From an optimization exercise on the open Yosys and OpenROAD flow, aimed at small area and a short achievable clock period; shortcuts taken in it are not production practice. Only the layout flow was run in this run; the RTL was not checked for function there. No activity file was given, so power comes from the tool's default toggle rates.

File: design.v
module mul16cs (input wire [15:0] a, input wire [7:0] one, two, neg, output wire [15:0] x, y);
  wire pp0_0 = ((one[0] & a[0]) | (two[0] & 1'b0)) ^ neg[0];
  wire pp0_1 = ((one[0] & a[1]) | (two[0] & a[0])) ^ neg[0];
  wire pp0_2 = ((one[0] & a[2]) | (two[0] & a[1])) ^ neg[0];
  wire pp0_3 = ((one[0] & a[3]) | (two[0] & a[2])) ^ neg[0];
  wire pp0_4 = ((one[0] & a[4]) | (two[0] & a[3])) ^ neg[0];
  wire pp0_5 = ((one[0] & a[5]) | (two[0] & a[4])) ^ neg[0];
  wire pp0_6 = ((one[0] & a[6]) | (two[0] & a[5])) ^ neg[0];
  wire pp0_7 = ((one[0] & a[7]) | (two[0] & a[6])) ^ neg[0];
  wire pp0_8 = ((one[0] & a[8]) | (two[0] & a[7])) ^ neg[0];
  wire pp0_9 = ((one[0] & a[9]) | (two[0] & a[8])) ^ neg[0];
  wire pp0_10 = ((one[0] & a[10]) | (two[0] & a[9])) ^ neg[0];
  wire pp0_11 = ((one[0] & a[11]) | (two[0] & a[10])) ^ neg[0];
  wire pp0_12 = ((one[0] & a[12]) | (two[0] & a[11])) ^ neg[0];
  wire pp0_13 = ((one[0] & a[13]) | (two[0] & a[12])) ^ neg[0];
  wire pp0_14 = ((one[0] & a[14]) | (two[0] & a[13])) ^ neg[0];
  wire pp0_15 = ((one[0] & a[15]) | (two[0] & a[14])) ^ neg[0];
  wire pp1_0 = ((one[1] & a[0]) | (two[1] & 1'b0)) ^ neg[1];
  wire pp1_1 = ((one[1] & a[1]) | (two[1] & a[0])) ^ neg[1];
  wire pp1_2 = ((one[1] & a[2]) | (two[1] & a[1])) ^ neg[1];
  wire pp1_3 = ((one[1] & a[3]) | (two[1] & a[2])) ^ neg[1];
  wire pp1_4 = ((one[1] & a[4]) | (two[1] & a[3])) ^ neg[1];
  wire pp1_5 = ((one[1] & a[5]) | (two[1] & a[4])) ^ neg[1];
  wire pp1_6 = ((one[1] & a[6]) | (two[1] & a[5])) ^ neg[1];
  wire pp1_7 = ((one[1] & a[7]) | (two[1] & a[6])) ^ neg[1];
  wire pp1_8 = ((one[1] & a[8]) | (two[1] & a[7])) ^ neg[1];
  wire pp1_9 = ((one[1] & a[9]) | (two[1] & a[8])) ^ neg[1];
  wire pp1_10 = ((one[1] & a[10]) | (two[1] & a[9])) ^ neg[1];
  wire pp1_11 = ((one[1] & a[11]) | (two[1] & a[10])) ^ neg[1];
  wire pp1_12 = ((one[1] & a[12]) | (two[1] & a[11])) ^ neg[1];
  wire pp1_13 = ((one[1] & a[13]) | (two[1] & a[12])) ^ neg[1];
  wire pp2_0 = ((one[2] & a[0]) | (two[2] & 1'b0)) ^ neg[2];
  wire pp2_1 = ((one[2] & a[1]) | (two[2] & a[0])) ^ neg[2];
  wire pp2_2 = ((one[2] & a[2]) | (two[2] & a[1])) ^ neg[2];
  wire pp2_3 = ((one[2] & a[3]) | (two[2] & a[2])) ^ neg[2];
  wire pp2_4 = ((one[2] & a[4]) | (two[2] & a[3])) ^ neg[2];
  wire pp2_5 = ((one[2] & a[5]) | (two[2] & a[4])) ^ neg[2];
  wire pp2_6 = ((one[2] & a[6]) | (two[2] & a[5])) ^ neg[2];
  wire pp2_7 = ((one[2] & a[7]) | (two[2] & a[6])) ^ neg[2];
  wire pp2_8 = ((one[2] & a[8]) | (two[2] & a[7])) ^ neg[2];
  wire pp2_9 = ((one[2] & a[9]) | (two[2] & a[8])) ^ neg[2];
  wire pp2_10 = ((one[2] & a[10]) | (two[2] & a[9])) ^ neg[2];
  wire pp2_11 = ((one[2] & a[11]) | (two[2] & a[10])) ^ neg[2];
  wire pp3_0 = ((one[3] & a[0]) | (two[3] & 1'b0)) ^ neg[3];
  wire pp3_1 = ((one[3] & a[1]) | (two[3] & a[0])) ^ neg[3];
  wire pp3_2 = ((one[3] & a[2]) | (two[3] & a[1])) ^ neg[3];
  wire pp3_3 = ((one[3] & a[3]) | (two[3] & a[2])) ^ neg[3];
  wire pp3_4 = ((one[3] & a[4]) | (two[3] & a[3])) ^ neg[3];
  wire pp3_5 = ((one[3] & a[5]) | (two[3] & a[4])) ^ neg[3];
  wire pp3_6 = ((one[3] & a[6]) | (two[3] & a[5])) ^ neg[3];
  wire pp3_7 = ((one[3] & a[7]) | (two[3] & a[6])) ^ neg[3];
  wire pp3_8 = ((one[3] & a[8]) | (two[3] & a[7])) ^ neg[3];
  wire pp3_9 = ((one[3] & a[9]) | (two[3] & a[8])) ^ neg[3];
  wire pp4_0 = ((one[4] & a[0]) | (two[4] & 1'b0)) ^ neg[4];
  wire pp4_1 = ((one[4] & a[1]) | (two[4] & a[0])) ^ neg[4];
  wire pp4_2 = ((one[4] & a[2]) | (two[4] & a[1])) ^ neg[4];
  wire pp4_3 = ((one[4] & a[3]) | (two[4] & a[2])) ^ neg[4];
  wire pp4_4 = ((one[4] & a[4]) | (two[4] & a[3])) ^ neg[4];
  wire pp4_5 = ((one[4] & a[5]) | (two[4] & a[4])) ^ neg[4];
  wire pp4_6 = ((one[4] & a[6]) | (two[4] & a[5])) ^ neg[4];
  wire pp4_7 = ((one[4] & a[7]) | (two[4] & a[6])) ^ neg[4];
  wire pp5_0 = ((one[5] & a[0]) | (two[5] & 1'b0)) ^ neg[5];
  wire pp5_1 = ((one[5] & a[1]) | (two[5] & a[0])) ^ neg[5];
  wire pp5_2 = ((one[5] & a[2]) | (two[5] & a[1])) ^ neg[5];
  wire pp5_3 = ((one[5] & a[3]) | (two[5] & a[2])) ^ neg[5];
  wire pp5_4 = ((one[5] & a[4]) | (two[5] & a[3])) ^ neg[5];
  wire pp5_5 = ((one[5] & a[5]) | (two[5] & a[4])) ^ neg[5];
  wire pp6_0 = ((one[6] & a[0]) | (two[6] & 1'b0)) ^ neg[6];
  wire pp6_1 = ((one[6] & a[1]) | (two[6] & a[0])) ^ neg[6];
  wire pp6_2 = ((one[6] & a[2]) | (two[6] & a[1])) ^ neg[6];
  wire pp6_3 = ((one[6] & a[3]) | (two[6] & a[2])) ^ neg[6];
  wire pp7_0 = ((one[7] & a[0]) | (two[7] & 1'b0)) ^ neg[7];
  wire pp7_1 = ((one[7] & a[1]) | (two[7] & a[0])) ^ neg[7];
  wire s0 = pp0_10 ^ pp1_8;
  wire c0 = pp0_10 & pp1_8;
  wire s1 = pp0_11 ^ pp1_9;
  wire c1 = pp0_11 & pp1_9;
  wire s2 = pp0_12 ^ pp1_10 ^ pp2_8;
  wire c2 = (pp0_12 & pp1_10) | (pp0_12 & pp2_8) | (pp1_10 & pp2_8);
  wire s3 = pp3_6 ^ pp4_4;
  wire c3 = pp3_6 & pp4_4;
  wire s4 = pp0_13 ^ pp1_11 ^ pp2_9;
  wire c4 = (pp0_13 & pp1_11) | (pp0_13 & pp2_9) | (pp1_11 & pp2_9);
  wire s5 = pp3_7 ^ pp4_5;
  wire c5 = pp3_7 & pp4_5;
  wire s6 = pp0_14 ^ pp1_12 ^ pp2_10;
  wire c6 = (pp0_14 & pp1_12) | (pp0_14 & pp2_10) | (pp1_12 & pp2_10);
  wire s7 = pp3_8 ^ pp4_6 ^ pp5_4;
  wire c7 = (pp3_8 & pp4_6) | (pp3_8 & pp5_4) | (pp4_6 & pp5_4);
  wire s8 = pp6_2 ^ pp7_0;
  wire c8 = pp6_2 & pp7_0;
  wire s9 = pp0_15 ^ pp1_13 ^ pp2_11;
  wire s10 = pp3_9 ^ pp4_7 ^ pp5_5;
  wire s11 = pp6_3 ^ pp7_1;
  wire s12 = pp0_6 ^ pp1_4;
  wire c12 = pp0_6 & pp1_4;
  wire s13 = pp0_7 ^ pp1_5;
  wire c13 = pp0_7 & pp1_5;
  wire s14 = pp0_8 ^ pp1_6 ^ pp2_4;
  wire c14 = (pp0_8 & pp1_6) | (pp0_8 & pp2_4) | (pp1_6 & pp2_4);
  wire s15 = pp3_2 ^ pp4_0;
  wire c15 = pp3_2 & pp4_0;
  wire s16 = pp0_9 ^ pp1_7 ^ pp2_5;
  wire c16 = (pp0_9 & pp1_7) | (pp0_9 & pp2_5) | (pp1_7 & pp2_5);
  wire s17 = pp3_3 ^ pp4_1;
  wire c17 = pp3_3 & pp4_1;
  wire s18 = s0 ^ pp2_6 ^ pp3_4;
  wire c18 = (s0 & pp2_6) | (s0 & pp3_4) | (pp2_6 & pp3_4);
  wire s19 = pp4_2 ^ pp5_0 ^ neg[5];
  wire c19 = (pp4_2 & pp5_0) | (pp4_2 & neg[5]) | (pp5_0 & neg[5]);
  wire s20 = s1 ^ pp2_7 ^ pp3_5;
  wire c20 = (s1 & pp2_7) | (s1 & pp3_5) | (pp2_7 & pp3_5);
  wire s21 = pp4_3 ^ pp5_1 ^ c0;
  wire c21 = (pp4_3 & pp5_1) | (pp4_3 & c0) | (pp5_1 & c0);
  wire s22 = s2 ^ s3 ^ pp5_2;
  wire c22 = (s2 & s3) | (s2 & pp5_2) | (s3 & pp5_2);
  wire s23 = pp6_0 ^ neg[6] ^ c1;
  wire c23 = (pp6_0 & neg[6]) | (pp6_0 & c1) | (neg[6] & c1);
  wire s24 = s4 ^ s5 ^ pp5_3;
  wire c24 = (s4 & s5) | (s4 & pp5_3) | (s5 & pp5_3);
  wire s25 = pp6_1 ^ c2 ^ c3;
  wire c25 = (pp6_1 & c2) | (pp6_1 & c3) | (c2 & c3);
  wire s26 = s6 ^ s7 ^ s8;
  wire c26 = (s6 & s7) | (s6 & s8) | (s7 & s8);
  wire s27 = neg[7] ^ c4 ^ c5;
  wire c27 = (neg[7] & c4) | (neg[7] & c5) | (c4 & c5);
  wire s28 = s9 ^ s10 ^ s11;
  wire s29 = c6 ^ c7 ^ c8;
  wire s30 = pp0_4 ^ pp1_2;
  wire c30 = pp0_4 & pp1_2;
  wire s31 = pp0_5 ^ pp1_3;
  wire c31 = pp0_5 & pp1_3;
  wire s32 = s12 ^ pp2_2 ^ pp3_0;
  wire c32 = (s12 & pp2_2) | (s12 & pp3_0) | (pp2_2 & pp3_0);
  wire s33 = s13 ^ pp2_3 ^ pp3_1;
  wire c33 = (s13 & pp2_3) | (s13 & pp3_1) | (pp2_3 & pp3_1);
  wire s34 = s14 ^ s15 ^ neg[4];
  wire c34 = (s14 & s15) | (s14 & neg[4]) | (s15 & neg[4]);
  wire s35 = s16 ^ s17 ^ c14;
  wire c35 = (s16 & s17) | (s16 & c14) | (s17 & c14);
  wire s36 = s18 ^ s19 ^ c16;
  wire c36 = (s18 & s19) | (s18 & c16) | (s19 & c16);
  wire s37 = s20 ^ s21 ^ c18;
  wire c37 = (s20 & s21) | (s20 & c18) | (s21 & c18);
  wire s38 = s22 ^ s23 ^ c20;
  wire c38 = (s22 & s23) | (s22 & c20) | (s23 & c20);
  wire s39 = s24 ^ s25 ^ c22;
  wire c39 = (s24 & s25) | (s24 & c22) | (s25 & c22);
  wire s40 = s26 ^ s27 ^ c24;
  wire c40 = (s26 & s27) | (s26 & c24) | (s27 & c24);
  wire s41 = s28 ^ s29 ^ c26;
  wire s42 = pp0_2 ^ pp1_0;
  wire c42 = pp0_2 & pp1_0;
  wire s43 = pp0_3 ^ pp1_1;
  wire c43 = pp0_3 & pp1_1;
  wire s44 = s30 ^ pp2_0 ^ neg[2];
  wire c44 = (s30 & pp2_0) | (s30 & neg[2]) | (pp2_0 & neg[2]);
  wire s45 = s31 ^ pp2_1 ^ c30;
  wire c45 = (s31 & pp2_1) | (s31 & c30) | (pp2_1 & c30);
  wire s46 = s32 ^ neg[3] ^ c31;
  wire c46 = (s32 & neg[3]) | (s32 & c31) | (neg[3] & c31);
  wire s47 = s33 ^ c12 ^ c32;
  wire c47 = (s33 & c12) | (s33 & c32) | (c12 & c32);
  wire s48 = s34 ^ c13 ^ c33;
  wire c48 = (s34 & c13) | (s34 & c33) | (c13 & c33);
  wire s49 = s35 ^ c15 ^ c34;
  wire c49 = (s35 & c15) | (s35 & c34) | (c15 & c34);
  wire s50 = s36 ^ c17 ^ c35;
  wire c50 = (s36 & c17) | (s36 & c35) | (c17 & c35);
  wire s51 = s37 ^ c19 ^ c36;
  wire c51 = (s37 & c19) | (s37 & c36) | (c19 & c36);
  wire s52 = s38 ^ c21 ^ c37;
  wire c52 = (s38 & c21) | (s38 & c37) | (c21 & c37);
  wire s53 = s39 ^ c23 ^ c38;
  wire c53 = (s39 & c23) | (s39 & c38) | (c23 & c38);
  wire s54 = s40 ^ c25 ^ c39;
  wire c54 = (s40 & c25) | (s40 & c39) | (c25 & c39);
  wire s55 = s41 ^ c27 ^ c40;
  assign x = {s55, s54, s53, s52, s51, s50, s49, s48, s47, s46, s45, s44, s43, s42, pp0_1, pp0_0};
  assign y = {c54, c53, c52, c51, c50, c49, c48, c47, c46, c45, c44, c43, c42, neg[1], 1'b0, neg[0]};
endmodule
module alu (input wire [2:0] op, input wire [15:0] a, b,
  output wire [15:0] s, g, o_or, p, sh, shrq, output wire cout);
  wire binv = op[0];
  wire [15:0] bx = b ^ {16{binv}};
  assign g = a & bx;
  assign p = a ^ bx;
  wire [15:0] c;    
  bk16 bk (g, p, binv, c);
  assign s = p ^ {c[14:0], binv};
  assign o_or = a | ~p;
  assign cout = c[15];
  wire [3:0] n = b[3:0];
  wire [15:0] ar;
  genvar k;
  generate for (k = 0; k < 16; k = k + 1) begin : rv
    assign ar[k] = a[15-k];
  end endgenerate
  wire [15:0] si = op[0] ? ar : a;
  assign sh = si << n;
  wire [15:0] shr;
  generate for (k = 0; k < 16; k = k + 1) begin : rv2
    assign shr[k] = sh[15-k];
  end endgenerate
  assign shrq = {shr[15:10], shr[9] & (n != 4'd6), shr[8] & (n != 4'd7), shr[7:0]};
endmodule
module bk16 (input wire [15:0] g, p, input wire ci, output wire [15:0] c);
  wire [15:0] g0 = {g[15:1], g[0] | (p[0] & ci)};
  wire [7:0] g1, p1;
  genvar k;
  generate for (k = 0; k < 8; k = k + 1) begin : l1
    assign g1[k] = g0[2*k+1] | (p[2*k+1] & g0[2*k]);
    assign p1[k] = p[2*k+1] & p[2*k];
  end endgenerate
  wire [3:0] g2, p2;
  generate for (k = 0; k < 4; k = k + 1) begin : l2
    assign g2[k] = g1[2*k+1] | (p1[2*k+1] & g1[2*k]);
    assign p2[k] = p1[2*k+1] & p1[2*k];
  end endgenerate
  wire [1:0] g3, p3;
  generate for (k = 0; k < 2; k = k + 1) begin : l3
    assign g3[k] = g2[2*k+1] | (p2[2*k+1] & g2[2*k]);
    assign p3[k] = p2[2*k+1] & p2[2*k];
  end endgenerate
  wire g4 = g3[1] | (p3[1] & g3[0]);
  assign c[0] = g0[0];
  assign c[1] = g1[0];
  assign c[3] = g2[0];
  assign c[7] = g3[0];
  assign c[15] = g4;
  assign c[11] = g2[2] | (p2[2] & c[7]);
  assign c[5] = g1[2] | (p1[2] & c[3]);
  assign c[9] = g1[4] | (p1[4] & c[7]);
  assign c[13] = g1[6] | (p1[6] & c[11]);
  assign c[2] = g0[2] | (p[2] & c[1]);
  assign c[4] = g0[4] | (p[4] & c[3]);
  assign c[6] = g0[6] | (p[6] & c[5]);
  assign c[8] = g0[8] | (p[8] & c[7]);
  assign c[10] = g0[10] | (p[10] & c[9]);
  assign c[12] = g0[12] | (p[12] & c[11]);
  assign c[14] = g0[14] | (p[14] & c[13]);
endmodule
module booth_enc (input wire [15:0] b, output wire [7:0] one, two, neg);
  wire [16:0] bb = {b, 1'b0};
  genvar k;
  generate for (k = 0; k < 8; k = k + 1) begin : g
    assign neg[k] = bb[2*k+2];
    assign one[k] = bb[2*k+1] ^ bb[2*k];
    assign two[k] = (bb[2*k+2] & ~bb[2*k+1] & ~bb[2*k]) | (~bb[2*k+2] & bb[2*k+1] & bb[2*k]);
  end endgenerate
endmodule
module sk16 (input wire [15:0] g, p, output wire [15:0] c);
  wire [15:0] G [0:4];
  wire [15:0] P [0:4];
  assign G[0] = g;
  assign P[0] = p;
  genvar l, k;
  generate for (l = 1; l <= 4; l = l + 1) begin : lv
    for (k = 0; k < 16; k = k + 1) begin : b
      if ((k >> (l - 1)) & 1) begin : m
        localparam integer J = ((k >> (l - 1)) << (l - 1)) - 1;
        assign G[l][k] = G[l-1][k] | (P[l-1][k] & G[l-1][J]);
        assign P[l][k] = P[l-1][k] & P[l-1][J];
      end else begin : t
        assign G[l][k] = G[l-1][k];
        assign P[l][k] = P[l-1][k];
      end
    end
  end endgenerate
  assign c = G[4];
endmodule
module reg_file (input wire clk, input wire [7:1] we, input wire [15:0] wdata,
  input wire [2:0] ra, rb, output wire [15:0] qa, qb);
  reg [15:0] r [1:7];
  integer n;
  always @(posedge clk)
    for (n = 1; n < 8; n = n + 1)
      if (we[n]) r[n] <= wdata;
  wire [7:1] sa, sb;
  genvar i;
  generate for (i = 1; i < 8; i = i + 1) begin : dec
    assign sa[i] = (ra == i);
    assign sb[i] = (rb == i);
  end endgenerate
  assign qa = ({16{sa[1]}} & r[1]) | ({16{sa[2]}} & r[2]) | ({16{sa[3]}} & r[3]) | ({16{sa[4]}} & r[4]) |
              ({16{sa[5]}} & r[5]) | ({16{sa[6]}} & r[6]) | ({16{sa[7]}} & r[7]);
  assign qb = ({16{sb[1]}} & r[1]) | ({16{sb[2]}} & r[2]) | ({16{sb[3]}} & r[3]) | ({16{sb[4]}} & r[4]) |
              ({16{sb[5]}} & r[5]) | ({16{sb[6]}} & r[6]) | ({16{sb[7]}} & r[7]);
endmodule
module mproc (input wire clk, reset, input wire [15:0] d_in, output wire [6:0] addr, output wire [15:0] d_out);
  reg pa, pb, pc_;           
  reg [15:0] ir;             
  reg op0;                   
  reg carry;
  reg [6:0] pc;
  reg [15:0] opa, opb;
  reg [7:0] bone, btwo;      
  reg [15:0] ma;             
  reg [15:0] mg, mp;         
  reg mulp;                  
  reg mfwd;                  
  always @(posedge clk) begin
    pa  <= reset | pc_;
    pb  <= ~reset & pa;
    pc_ <= ~reset & pb;
  end
  always @(posedge clk)
    if (pb) ir <= d_in;
  always @(posedge clk)
    if (reset) op0 <= 1'b0;
    else if (pb) op0 <= d_in[9];
  wire ld = ir[15];
  wire is_alu = (ir[15:12] == 4'b0000);
  wire wr = ld | is_alu;
  wire [2:0] rd = ir[8:6];
  wire [2:0] op = {ir[11:10], op0};
  wire is_mul = is_alu & (op == 3'd5);
  wire [15:0] r_sum, r_and, r_or, r_xor, r_shl, r_shr, x, y;
  wire cout;
  alu alu_0 (op, opa, opb, r_sum, r_and, r_or, r_xor, r_shl, r_shr, cout);
  mul16cs mul_0 (ma, bone, btwo, {opb[15], opb[13], opb[11], opb[9], opb[7], opb[5], opb[3], opb[1]}, x, y);
  always @(posedge clk) carry <= cout;
  wire fa_cmp = (rd == ir[2:0]) & (rd != 3'd0);
  wire fb_cmp = (rd == ir[5:3]) & (rd != 3'd0);
  always @(posedge clk) begin
    mg <= x & y;
    mp <= x ^ y;
    mulp <= ~reset & pc_ & is_mul;
    mfwd <= ~reset & pc_ & is_mul & fa_cmp;
  end
  wire [15:0] mc;    
  sk16 psk (mg, mp, mc);
  wire [15:0] prod = mp ^ {mc[14:0], 1'b0};
  wire exe = pc_ & ~reset;
  wire xa = exe & is_alu;
  wire s_ld  = exe & ld;
  wire s_add = xa & (op[2:1] == 2'd0);
  wire s_and = xa & (op == 3'd2);
  wire s_or  = xa & (op == 3'd3);
  wire s_xor = xa & (op == 3'd4);
  wire s_shl = xa & (op == 3'd6);
  wire s_shr = xa & (op == 3'd7);
  wire s_mul = mulp & ~reset;
  wire [15:0] wdata = ({16{s_ld}} & d_in) | ({16{s_add}} & r_sum) | ({16{s_and}} & r_and) |
                      ({16{s_or}} & r_or) | ({16{s_xor}} & r_xor) | ({16{s_shl}} & r_shl) |
                      ({16{s_shr}} & r_shr) | ({16{s_mul}} & prod);
  wire wen = (pc_ & wr & ~is_mul) | mulp;
  wire [7:1] we;
  genvar i;
  generate for (i = 1; i < 8; i = i + 1) begin : g_we
    assign we[i] = reset | (wen & (rd == i));
  end endgenerate
  wire [15:0] qa, qb;
  reg_file rf (clk, we, wdata, d_in[2:0], d_in[5:3], qa, qb);
  wire [7:0] one_n, two_n, neg_n;
  booth_enc enc (qb, one_n, two_n, neg_n);
  always @(posedge clk) begin
    bone <= one_n;
    btwo <= two_n;
    ma <= qa;
  end
  wire ldop = pb & ~reset;
  wire fwa = wen & fa_cmp;
  wire fwb = wen & fb_cmp;
  wire [15:0] opa_d = wdata | ({16{ldop}} & qa);
  wire [15:0] opb_d = wdata | ({16{ldop}} & qb);
  always @(posedge clk) begin
    if (ldop | reset | fwa) opa <= opa_d;
    if (ldop | reset | fwb) opb <= opb_d;
  end
  wire j = pc_ & ir[14] & carry;
  wire [6:0] delta = ld ? (j ? 7'h7f : 7'h01) : (j ? (~ir[6:0] + 7'h01) : 7'h00);
  always @(posedge clk)
    if (reset) pc <= 7'h00;
    else if (pa) pc <= pc + 7'h01;
    else if (pc_) pc <= pc + delta;
  assign addr = pc;
  assign d_out = mfwd ? prod : opa;
endmodule
File: flow/run.sh
#!/bin/bash
set -euo pipefail
MARGIN=6.2
sed -e "s/SETUP_SLACK_MARGIN=[0-9.]*/SETUP_SLACK_MARGIN=$MARGIN/" \
    -e "s|CLKGATE_MAP_FILE= |CLKGATE_MAP_FILE= 'BUFFER_PORTS_ARGS=-buffer_cell sky130_fd_sc_hd__buf_2' |" \
    standard.sh > my_standard.sh
bash my_standard.sh > layout.log 2>&1
File: standard.sh
#!/bin/bash
# synth_recipe.tcl (not shown) runs the flow's synth.tcl, then flattens the netlist and writes it again
# the make line also repeats each setting of config.mk as NAME=value (left out here)
make -C /OpenROAD-flow-scripts/flow DESIGN_CONFIG=/design/flow/config.mk WORK_HOME=/design/flow/orfs CLKGATE_MAP_FILE= SYNTH_SCRIPT=/design/flow/synth_recipe.tcl "${@:-finish}"
File: config.mk
export PLATFORM = sky130hd
export DESIGN_NAME = mproc
export DESIGN_NICKNAME = mproc
export VERILOG_FILES = /design/flow/design.v
export SDC_FILE = /design/flow/constraint.sdc
export NUM_CORES = 4
export LEC_CHECK = 0
export ABC_AREA = 1
export CAP_MARGIN = 20
export CORE_MARGIN = 2
export CORE_UTILIZATION = 40
export CTS_BUF_LIST = sky130_fd_sc_hd__clkbuf_8
export CTS_CLUSTER_SIZE = 16
export SETUP_SLACK_MARGIN = 5
export SLEW_MARGIN = 20
File: constraint.sdc
create_clock -name core_clock -period 10.0 [get_ports {clk}]
set_input_delay 2.0000 -clock core_clock [delete_from_list [all_inputs] [get_ports {clk}]]
set_output_delay 2.0000 -clock core_clock [all_outputs]
set_load 0.01 [all_outputs]
==> flow_metrics.py <==
metrics = {
    "critical_path": {
        "crit_arrival_ps": 2110,
        "path_common_cell": "nand2_2",
        "crit_fanout": 2,
        "crit_path_cell_trace": "ha_4, nand3_4, nand2_4, buf_6, nand2_2, nand2_2, nand2_2, nand2_2, or2_4, nand3_2, o21ai_1, buf_2",
        "crit_slowest_cell": "dfxtp_2",
        "start_kind": "flip-flop",
        "path_delay_family": "simple AND/OR/NAND/NOR gates",
        "path_buf_inv": 2,
        "slowest_delay_ps": 330,
        "cp.required_ps": 8000,
        "crit_path_end_kind": "output port",
        "path_class": "reg -> out",
    },
    "drt": {
        "dr.pass1.iters": 7,
        "ant_nets": 0,
        "drc_errors": 0,
        "drtIter0Drc": 1904,
        "vias_per_cell": 5.547,
        "drt_wl_total_um": 55660,
        "wl_per_cell_um": 21.78,
        "vias": 14179,
    },
    "finish": {
        "postLayoutCellArea_sq_um": 18230,
        "fill_cells": 3795,
        "final_nets": 2135,
        "area_growth_pct": 16.79,
        "drive_above_1_share_pct": 16.29,
        "insertedDiodeCount": 0,
    },
    "logic_synthesis": {
        "synthCells": 1913,
        "syn-num-nets": 2043,
        "async_reset_ff_share_pct": 0,
        "syn_area_sq_um": 15610,
        "yosys_warnings": 4,
        "synth_edf_count": 159,
        "avgSynthCellArea_sq_um": 8.159,
        "yosysSeqAreaShare_pct": 40.34,
        "yosysUniqueCellTypes": 56,
        "synth_ff_type": "edfxtp_1",
        "ys_seq_elements": 235,
    },
    "placement": {
        "postPlaceCellArea_sq_um": 16360,
        "gp_congestion": 1.004,
        "dp_hpwl_um": 40350,
        "io_buffers": 40,
        "preCtsSetupSlack_ps": 5260,
    },
    "cts": {
        "clk_path_buf_depth": 3,
        "cts_tree": "yes",
        "clkLatencyLatePin_ps": 600,
        "numCtsBuffers": 42,
        "htreeDepth": 2,
        "clk_pin_slew_ps": 60,
        "clock-root-buffer": "clkbuf_8",
        "clock_sinks": 235,
        "hold_buffers": 0,
    },
    "global_route": {
        "grt_pass1_vias": 13508,
        "gr-total-overflow": 0,
        "grt_pass1_wl_um": 82720,
        "grtUsageTotal_pct": 27.09,
        "grt_max_degree": 35,
        "antenna_found_initial": 0,
    },
    "timing": {
        "maxSlewHeadroom_pct": 22.18,
        "setup-violations-final": 0,
        "finalCritPeriodShare_pct": 41.07,
        "fmax_mhz": 243.5,
        "worst_slack_ps": 5893,
        "setup-tns-final_ps": 0,
        "rsz0062_at_grt": "true",
        "hold_viol": 0,
        "hold_ws_ps": 527.0,
        "tightest_slew_ps": 1167,
        "maxSlewViolCount": 0,
        "fin_crit_ps": 4107,
        "finalClockSkew_ps": 37.95,
    },
    "floorplanning": {
        "die_x_um": 201.5,
        "ios": 41,
        "start_util_pct": 40.48,
        "coreArea_sq_um": 38560,
        "row_count": 72,
        "dieArea_sq_um": 40610,
        "die_y_um": 201.5,
    },
    "run_status": {
        "outcome": "finished clean",
    },
    "hold_path": {
        "hp-class": "reg -> reg",
    },
    "pwr": {
        "p_per_area_nw_per_um2": 194.9,
        "ir_worst_vdd_v": 0.0001536,
        "leakagePower_nw": 8.437,
    },
    "flow_run": {
        "cap_violations": 0,
    },
}
==> flip-flops by register name, indices dropped and copies added (netlist names) <==
name   cells
btwo       8
mp        16
pc_        1
rf.r     112
mulp       1
pb         1
mfwd       1
bone       8
pc         7
pa         1
opa       16
opb       16
ma        16
ir        15
op0        1
carry      1
mg        14
==> logic make-up (layout without fill, tap and decap cells) <==
kind of cell / Yosys count / count (layout) / synth area share, %
simple gates: 898 / 899 / 25.20
buf+inv: 327 / 451 / 8.313
compound gates: 235 / 235 / 9.171
flops: 235 / 235 / 40.34
fa+ha+maj: 112 / 112 / 11.00
xor+xnor: 104 / 104 / 5.836
mux: 2 / 2 / 0.1443
==> power by group <==
part,leakage [nW],switching [W],internal (W)
Combinational,5.65,0.000831,0.000539
Clock,0.505,0.000413,0.000505
Sequential,2.28,0.000109,0.00116
==> worst reg2reg max path, stage by stage, from the launching register on <==
cell and delay (ps):
edfxtp_1 540, buf_4 230, xor2_1 160, ha_1 410, nor2_1 90, a211oi_1 300
nand2_2 140, a21o_1 200, fa_1 430, xor2_1 220, o21ai_0 160, nor3_2 230
nand2_1 100, inv_1 140, nand3_4 150
==> final timing paths <==
kind / slack, ps / to / from / depth (start not counted)
worst max-delay path: 5890 / d_out[7] / mp[1]$_DFF_P_ / 12
worst min-delay path: 530 / pc[6]$_SDFFE_PP0P_ / pc[6]$_SDFFE_PP0P_ / 3
worst max register to register: 6230 / rf.r[2][11]$_DFFE_PP_ / opb[7]$_DFFE_PP_ / 14
worst min register to register: 530 / pc[6]$_SDFFE_PP0P_ / pc[6]$_SDFFE_PP0P_ / 3
==> per-stage QoR <==
step                      util, %  std cells  power, W
final                       47.27       2556  0.003553
after global routing        47.27       2556  0.003796
after CTS                   46.14       2535  0.003485
after detailed placement    42.44       2428  0.002429
after global placement      42.36       2426  0.002413
after floorplan                 -       1913  0.002033
==> synthesized netlist by cell type, types with 44 or more instances <==
library cell  number  share of area (%)
a21oi_1           44                1.4
dfxtp_1           76                9.7
edfxtp_1         159                 31
ha_1              70                5.6
inv_1            248                6.0
nand2_1          474                 11
nand3_1          188                6.0
nand4_1           46                1.8
nor2_1           134                3.2
o21ai_0           58                1.9
o22ai_1           69                2.8
xor2_1            96                5.4
==> cell usage in the layout, fill, tap and decap left out, drive strengths merged, types with 3 or more instances in the layout <==
| cell type | count |
|---|---|
| or2 | 8 |
| buf | 99 |
| o2111ai | 5 |
| nand3 | 195 |
| xnor2 | 8 |
| nand3b | 9 |
| fa | 42 |
| o22ai | 69 |
| nor2 | 140 |
| a21oi | 46 |
| a22oi | 20 |
| ha | 70 |
| nand2 | 477 |
| inv | 280 |
| o31ai | 8 |
| o211ai | 4 |
| xor2 | 96 |
| clkbuf | 47 |
| edfxtp | 159 |
| nand4 | 48 |
| nor3 | 18 |
| clkinvlp | 9 |
| dfxtp | 76 |
| o21ai | 67 |
| clkinv | 12 |
| bufinv | 3 |
| o2bb2ai | 3 |
| a21o | 3 |
==> what timing repair did <==
item | CTS | global route
setup endpoints to repair | 153 | 130
buffers inserted | 27 | 20
cloned | 3 | 1
pin swaps | 18 | 27
gates resized for setup | 99 | 71
==> layout make-up <==
type	instances	area [sq um]	share of cell area, %
clock buffer	46	633.1	3.473
clock inverter	31	219.0	1.201
inverter	272	1071	5.876
multi-input combinational	1352	8566	46.99
sequential	235	6317	34.66
tap	518	648.1	3.556
timing repair buffer	101	768.2	4.215
timing repair inverter	1	5.005	0.02746
==> routing by layer <==
metal / wire [um] / global-route usage (%) / part of all wire, %
met1: 22950 / 37.02 / 41
met2: 24400 / 41.69 / 44
met3: 5817 / 5.556 / 10
met4: 2496 / 11.66 / 4.5
met5: 0 / 0 / 0

-- what the ideal ports hide --
The flow's constraints put no driver on any port. The routed layout listed below was extracted and timed again, unchanged, in two steps. Step 1 assumes that a clkbuf_16 drives the clock port and a buf_2 every other input. Step 2, shift: input delay + t, output delay - t, t = (earliest + latest rising clock arrival at the registers) / 2. This alone moves slack from input paths to output paths. Three values: ideal, step 1, step 2; two values: the first two.
shift t [ns]: 0.635
setup slack, ns: 5.893 / 5.844 / 5.606
hold WS [ns]: 0.527 / 0.527 / 0.527
latest minus earliest clock arrival (ns): 0.038 / 0.038
worst register clock-pin slew, ns: 0.07 / 0.07
After both steps setup and hold are still met in this run. For this run, drivers alone change the setup slack by -0.049 ns; drivers and shift together by -0.287 ns.
